What follows belongs to an exercise in optimizing a design on an open flow for small area; a production flow would make more cautious choices. Only simulation tests tie the RTL to the original design; equivalence was not proved. Power and IR drop assume default switching activity.

==> inputs of trial 86 <==
==> flow/design.v <==
module onewire_controller (
    input        clk,
    input        rst,
    input        start,
    input        led_on,
    input [55:0] rom_code,
    output reg   busy,
    output reg   done,
    output reg   error,
    input  wire  dq_in,
    output wire  dq_oe
);
    reg [6:0] t;
    reg [6:0] b;
    reg [7:0] crc;
    reg       pres;
    wire wrap = t[6] & t[3] & ~t[2];             
    wire rph  = b[6] & b[5];                      
    wire [63:0] tbl = {rom_code, 8'h55};
    wire dbit = b[6] ? (b[3] ? led_on : crc[0]) : tbl[b[5:0]];
    wire fb = (crc[0] ^ dbit) & (b[6:3] != 4'd0);
    reg [6:0] reload;
    always @(*) begin
        case (b)
            7'd118, 7'd119: reload = 7'd30;
            7'd126:         reload = 7'd69;
            7'd7, 7'd63:    reload = 7'd127;
            7'd71:          reload = 7'd126;
            default:        reload = 7'd0;
        endcase
    end
    wire end_ok  = (b == 7'd79) & wrap;
    wire b127    = (b == 7'd127);
    wire end_err = b127 & (t == 7'd71) & ~pres;
    always @(posedge clk) begin
        if (!busy) begin
            t <= 7'd72;
            b <= 7'd112;
        end else begin
            t <= wrap ? reload : t + 7'd1;
            b <= b + {6'd0, wrap};
        end
        if (wrap)    
            crc <= {fb, crc[7:5], crc[4:3] ^ {2{fb}}, crc[2:1]};
        pres <= (b[5:3] == 3'b111) & (pres | (~dq_in & (b[2:0] != 3'b111)));
    end
    always @(posedge clk or posedge rst) begin
        if (rst) begin
            busy  <= 1'b0;
            done  <= 1'b0;
            error <= 1'b0;
        end else begin
            busy  <= busy ? ~(end_ok | end_err) : start;
            done  <= busy & end_ok;
            error <= busy & b127 & ~pres & ((t == 7'd70) | (t == 7'd71));
        end
    end
    wire rst_pulse = rph & ~b[3] & (b[2:0] != 3'd0);
    wire slot_oe = ~rph & ((t == 7'd0) | (~dbit & ~t[6] & ~(t[5] & t[4] & t[3] & t[2])));
    assign dq_oe = busy & (rst_pulse | slot_oe);
endmodule
==> flow/run.sh <==
#!/bin/bash
# synth_recipe.tcl (not shown) runs the flow's synth.tcl, then flattens the netlist and writes it again
# the make line also repeats each setting of config.mk as NAME=value (left out here)
make -C /OpenROAD-flow-scripts/flow DESIGN_CONFIG=/design/flow/config.mk WORK_HOME=/design/flow/orfs CLKGATE_MAP_FILE= SYNTH_SCRIPT=/design/flow/synth_recipe.tcl finish
==> flow/config.mk <==
export PLATFORM = sky130hd
export DESIGN_NAME = onewire_controller
export DESIGN_NICKNAME = onewire_controller
export VERILOG_FILES = /design/flow/design.v
export SDC_FILE = /design/flow/constraint.sdc
export NUM_CORES = 4
export LEC_CHECK = 0
export ABC_AREA = 1
export CAP_MARGIN = 20
export CORE_MARGIN = 2
export CORE_UTILIZATION = 40
export SLEW_MARGIN = 20
==> flow/constraint.sdc <==
create_clock -name core_clock -period 10.0 [get_ports {clk}]
set_input_delay 2.0000 -clock core_clock [delete_from_list [all_inputs] [get_ports {clk}]]
set_output_delay 2.0000 -clock core_clock [all_outputs]
set_load 0.01 [all_outputs]
==> trial 92 (differences from trial 86) <==
==> flow/design.v, changed modules only <==
module onewire_controller (
    input        clk,
    input        rst,
    input        start,
    input        led_on,
    input [55:0] rom_code,
    output reg   busy,
    output wire  done,
    output wire  error,
    input  wire  dq_in,
    output wire  dq_oe
);
    reg [6:0] t;
    reg [6:0] b;
    reg [7:0] crc;
    reg       pres;
    wire wrap   = t[6] & t[3] & ~t[2];                
    wire rph    = b[6] & b[5];                         
    wire window = rph & b[4] & (b[3] | b[2] | (b[1] & b[0]));    
    wire pulse  = rph & ~window;                       
    wire ext    = b[2] & b[1] & b[0] & ((b[5] & b[4] & b[3]) | ~(b[5] | b[4] | b[3]));
    wire [63:0] tbl = {rom_code, 8'h55};
    wire dbit = b[6] ? (b[3] ? led_on : crc[0]) : tbl[b[5:0]];
    wire fb   = (crc[0] ^ dbit) & (b[6] | b[5] | b[4] | b[3]);
    wire [6:0] reload = {ext, ext | rph, ext, ext, ext | rph, ext & ~rph, ext & ~b[6]};
    wire b0      = ~(b[6] | b[5] | b[4] | b[3] | b[2] | b[1] | b[0]);
    wire end_ok  = b[6] & ~b[5] & b[3] & b[2] & b[1] & b[0] & wrap;    
    wire late    = b0 & t[6] & t[5] & t[1];                            
    wire end_err = late & ~t[0] & ~pres;
    wire [6:0] b_next = busy ? b + {6'd0, wrap} : 7'd102;
    always @(posedge clk) begin
        t <= busy ? (wrap ? reload : t + 7'd1) : 7'd35;
        {b[6], b[4:0]} <= {b_next[6], b_next[4:0]};
        if (wrap)    
            crc <= {fb, crc[7:5], crc[4:3] ^ {2{fb}}, crc[2:1]};
        pres <= ~busy | (~pulse & (pres | (~dq_in & window)));
    end
    always @(posedge clk or posedge rst) begin
        if (rst) begin
            busy <= 1'b0;
            b[5] <= 1'b1;
        end else begin
            busy <= busy ? ~(end_ok | end_err) : start;
            b[5] <= b_next[5];
        end
    end
    assign done  = b[6] & ~b[5] & b[4];        
    assign error = late & ~pres;
    wire slot_oe = ~rph & ((t == 7'd0) | (~dbit & ~t[6] & ~(t[5] & t[4] & t[3] & t[2])));
    assign dq_oe = busy & ((pulse & ~pres) | slot_oe);
endmodule
==> flow/flow/run.sh (new file) <==
#!/bin/bash
# Standard ORFS layout (standard.sh) with these changes:
#  - synthesis: flow/synth.tcl maps 4:1 multiplexers to mux4 cells and runs an
#    area-oriented ABC script; no adder extraction (ADDER_MAP_FILE empty), so ABC
#    maps the counters' incrementers itself;
#  - ports are buffered by buf_1 instead of clkdlybuf4s50_1;
#  - the clock tree is built from clkbuf_8 only, without dummy loads.
set -euo pipefail
HERE=$(cd "$(dirname "${BASH_SOURCE[0]}")" && pwd)
export FLOW_SYNTH_TCL=$PWD/synth_recipe.tcl
bash standard.sh \
  "SYNTH_SCRIPT=$HERE/synth.tcl" \
  'ADDER_MAP_FILE=' \
  'BUFFER_PORTS_ARGS=-buffer_cell sky130_fd_sc_hd__buf_1' \
  'CTS_ARGS=-sink_clustering_enable -repair_clock_nets -dont_use_dummy_load -buf_list sky130_fd_sc_hd__clkbuf_8 -root_buf sky130_fd_sc_hd__clkbuf_8' \
  finish > make_finish.log 2>&1
==> flow/flow/abc.script (new file) <==
strash; dch -f; amap; strash; dch -f; amap
==> flow/flow/mux4map.v (new file) <==
module \$_MUX4_ (A, B, C, D, S, T, Y);
input A, B, C, D, S, T; output Y;
sky130_fd_sc_hd__mux4_2 _TECHMAP_REPLACE_ (.A0(A), .A1(B), .A2(C), .A3(D), .S0(S), .S1(T), .X(Y));
endmodule
==> flow/flow/synth.tcl (new file) <==
# The standard synthesis (synth_recipe.tcl), with two changes to the
# combinational mapping: 4:1 multiplexers are mapped to mux4 cells before ABC,
# and ABC runs an area-oriented script (abc.script beside this file).
set ::own_dir [file dirname [file normalize [info script]]]
proc abc {args} {
  yosys muxcover -mux4=200 -nopartial -nodecode
  yosys techmap -map $::own_dir/mux4map.v
  set i [lsearch -exact $args -script]
  if { $i >= 0 } { set args [lreplace $args [expr {$i + 1}] [expr {$i + 1}] $::own_dir/abc.script] }
  yosys abc {*}$args
}
source $::env(FLOW_SYNTH_TCL)
==> flow/standard.sh (new file) <==
#!/bin/bash
# synth_recipe.tcl (not shown) runs the flow's synth.tcl, then flattens the netlist and writes it again
# the make line also repeats each setting of config.mk as NAME=value (left out here)
make -C /OpenROAD-flow-scripts/flow DESIGN_CONFIG=/design/flow/config.mk WORK_HOME=/design/flow/orfs CLKGATE_MAP_FILE= SYNTH_SCRIPT=/design/flow/synth_recipe.tcl "${@:-finish}"
removed: flow/run.sh
==> trial 28 (differences from trial 86) <==
==> flow/design.v, changed modules only <==
module onewire_controller (
    input        clk,
    input        rst,
    input        start,
    input        led_on,
    input [55:0] rom_code,
    output reg   busy,
    output wire  done,
    output wire  error,
    input  wire  dq_in,
    output wire  dq_oe
);
    reg [6:0] t;
    reg [6:0] b;
    reg [7:0] crc;
    reg       pres;
    wire wrap   = t[6] & t[3] & ~t[2];                
    wire rph    = b[6] & b[5];                         
    wire window = rph & b[4] & (b[3] | b[2] | (b[1] & b[0]));    
    wire pulse  = rph & ~window;                       
    wire ext    = b[2] & b[1] & b[0] & ((b[5] & b[4] & b[3]) | ~(b[5] | b[4] | b[3]));
    wire [63:0] tbl = {rom_code, 8'h55};
    wire dbit = b[6] ? (b[3] ? led_on : crc[0]) : tbl[b[5:0]];
    wire fb   = (crc[0] ^ dbit) & (b[6] | b[5] | b[4] | b[3]);
    wire [6:0] reload = {ext, ext | rph, ext, ext, ext | rph, ext & ~rph, ext & ~b[6]};
    wire b0      = ~(b[6] | b[5] | b[4] | b[3] | b[2] | b[1] | b[0]);
    wire end_ok  = b[6] & ~b[5] & b[3] & b[2] & b[1] & b[0] & wrap;    
    wire late    = b0 & t[6] & t[5] & t[1];                            
    wire end_err = late & ~t[0] & ~pres;
    wire [6:0] b_next = busy ? b + {6'd0, wrap} : 7'd102;
    always @(posedge clk) begin
        t <= busy ? (wrap ? reload : t + 7'd1) : 7'd35;
        {b[6], b[4:0]} <= {b_next[6], b_next[4:0]};
        if (wrap)    
            crc <= {fb, crc[7:5], crc[4:3] ^ {2{fb}}, crc[2:1]};
        pres <= ~busy | (~pulse & (pres | (~dq_in & window)));
    end
    always @(posedge clk or posedge rst) begin
        if (rst) begin
            busy <= 1'b0;
            b[5] <= 1'b1;
        end else begin
            busy <= busy ? ~(end_ok | end_err) : start;
            b[5] <= b_next[5];
        end
    end
    assign done  = b[6] & ~b[5] & b[4];        
    assign error = late & ~pres;
    wire slot_oe = ~rph & ((t == 7'd0) | (~dbit & ~t[6] & ~(t[5] & t[4] & t[3] & t[2])));
    assign dq_oe = busy & ((pulse & ~pres) | slot_oe);
endmodule
==> flow/flow/run.sh (new file) <==
#!/bin/bash
# Standard ORFS layout with an own combinational mapping in synthesis
# (flow/synth.tcl) and the ports buffered by buf_1.
set -euo pipefail
HERE=$(cd "$(dirname "${BASH_SOURCE[0]}")" && pwd)
export FLOW_SYNTH_TCL=$PWD/synth_recipe.tcl
bash standard.sh "SYNTH_SCRIPT=$HERE/synth.tcl" 'BUFFER_PORTS_ARGS=-buffer_cell sky130_fd_sc_hd__buf_1' 'CTS_ARGS=-sink_clustering_enable -repair_clock_nets -dont_use_dummy_load -buf_list sky130_fd_sc_hd__clkbuf_8 -root_buf sky130_fd_sc_hd__clkbuf_8' finish > make_finish.log 2>&1
==> flow/flow/abc.script (new file) <==
strash; dch -f; amap; strash; dch -f; amap
==> flow/flow/mux4map.v (new file) <==
module \$_MUX4_ (A, B, C, D, S, T, Y);
input A, B, C, D, S, T; output Y;
sky130_fd_sc_hd__mux4_2 _TECHMAP_REPLACE_ (.A0(A), .A1(B), .A2(C), .A3(D), .S0(S), .S1(T), .X(Y));
endmodule
==> flow/flow/synth.tcl (new file) <==
# The standard synthesis (synth_recipe.tcl), with two changes to the
# combinational mapping: 4:1 multiplexers are mapped to mux4 cells before ABC,
# and ABC runs an area-oriented script (abc.script beside this file).
set ::own_dir [file dirname [file normalize [info script]]]
proc abc {args} {
  yosys muxcover -mux4=200 -nopartial -nodecode
  yosys techmap -map $::own_dir/mux4map.v
  set i [lsearch -exact $args -script]
  if { $i >= 0 } { set args [lreplace $args [expr {$i + 1}] [expr {$i + 1}] $::own_dir/abc.script] }
  yosys abc {*}$args
}
source $::env(FLOW_SYNTH_TCL)
==> flow/standard.sh (new file) <==
#!/bin/bash
# synth_recipe.tcl (not shown) runs the flow's synth.tcl, then flattens the netlist and writes it again
# the make line also repeats each setting of config.mk as NAME=value (left out here)
make -C /OpenROAD-flow-scripts/flow DESIGN_CONFIG=/design/flow/config.mk WORK_HOME=/design/flow/orfs CLKGATE_MAP_FILE= SYNTH_SCRIPT=/design/flow/synth_recipe.tcl "${@:-finish}"
removed: flow/run.sh
==> build 3 (differences from trial 86) <==
==> flow/flow/run.sh (new file) <==
#!/bin/bash
# Standard ORFS layout, with the ports buffered by the smallest buffer (buf_1)
# instead of the default clkdlybuf4s50_1.
set -euo pipefail
bash standard.sh 'BUFFER_PORTS_ARGS=-buffer_cell sky130_fd_sc_hd__buf_1' finish > make_finish.log 2>&1
==> flow/standard.sh (new file) <==
#!/bin/bash
# synth_recipe.tcl (not shown) runs the flow's synth.tcl, then flattens the netlist and writes it again
# the make line also repeats each setting of config.mk as NAME=value (left out here)
make -C /OpenROAD-flow-scripts/flow DESIGN_CONFIG=/design/flow/config.mk WORK_HOME=/design/flow/orfs CLKGATE_MAP_FILE= SYNTH_SCRIPT=/design/flow/synth_recipe.tcl "${@:-finish}"
removed: flow/run.sh
==> summary of the runs <==
Between trial 28 and trial 92, the lower critical path depth is in trial 92 (gap 1). Die area: trial 28 is lower than trial 86 (about 20%). Via count, lowest first: trial 92, trial 28, build 3, trial 86. Clock-buffer cell count is the same in trial 92 and trial 28. In trial 28 the non-clock buffer count is lower than in build 3, by 2. Setup slack: trial 86 is higher than trial 92 (620 ps). Total power: trial 28 < trial 92 < build 3 < trial 86. Routed wire length, lowest first: trial 92, trial 28, build 3, trial 86. Against build 3, the cell count of trial 92 is smaller by 43%.

## static timing again, ports no longer ideal
How much do the figures lean on ideal ports? The routed layouts below were timed once more, with nothing changed but the port constraints. Step 1 sets driving cells, clkbuf_16 on the clock port and buf_2 on the other inputs (assumed; they add their load-dependent delay and slew). Step 2 adds t to the input delays and takes it off the output delays; t is the mean of the earliest and latest rising clock arrival at the registers after step 1. Input paths then give back, and output paths get back, about the clock's delay inside the block. Slacks: ideal / step 1 / step 2; pairs: ideal / step 1.
| run | t, ns | slack for setup (ns) | worst hold slack (ns) | worst data-port slew with drivers (ns) | cell pins on the clock port's net |
|---|---|---|---|---|---|
| trial 86 | 0.296 | 4.012 / 3.987 / 3.987 | 0.423 / 0.423 / 0.423 | 0.05 | 1 |
| trial 92 | 0.280 | 3.392 / 3.372 / 3.372 | 0.431 / 0.431 / 0.431 | 0.04 | 1 |
| trial 28 | 0.279 | 3.663 / 3.639 / 3.639 | 0.438 / 0.438 / 0.438 | 0.05 | 1 |
| build 3 | 0.295 | 4.736 / 4.714 / 4.714 | 0.427 / 0.427 / 0.427 | 0.04 | 1 |
After both steps every run listed still meets setup and hold. The setup slack of trial 86, which loses most, moves by -0.025 ns with the drivers and by -0.025 ns with both steps.
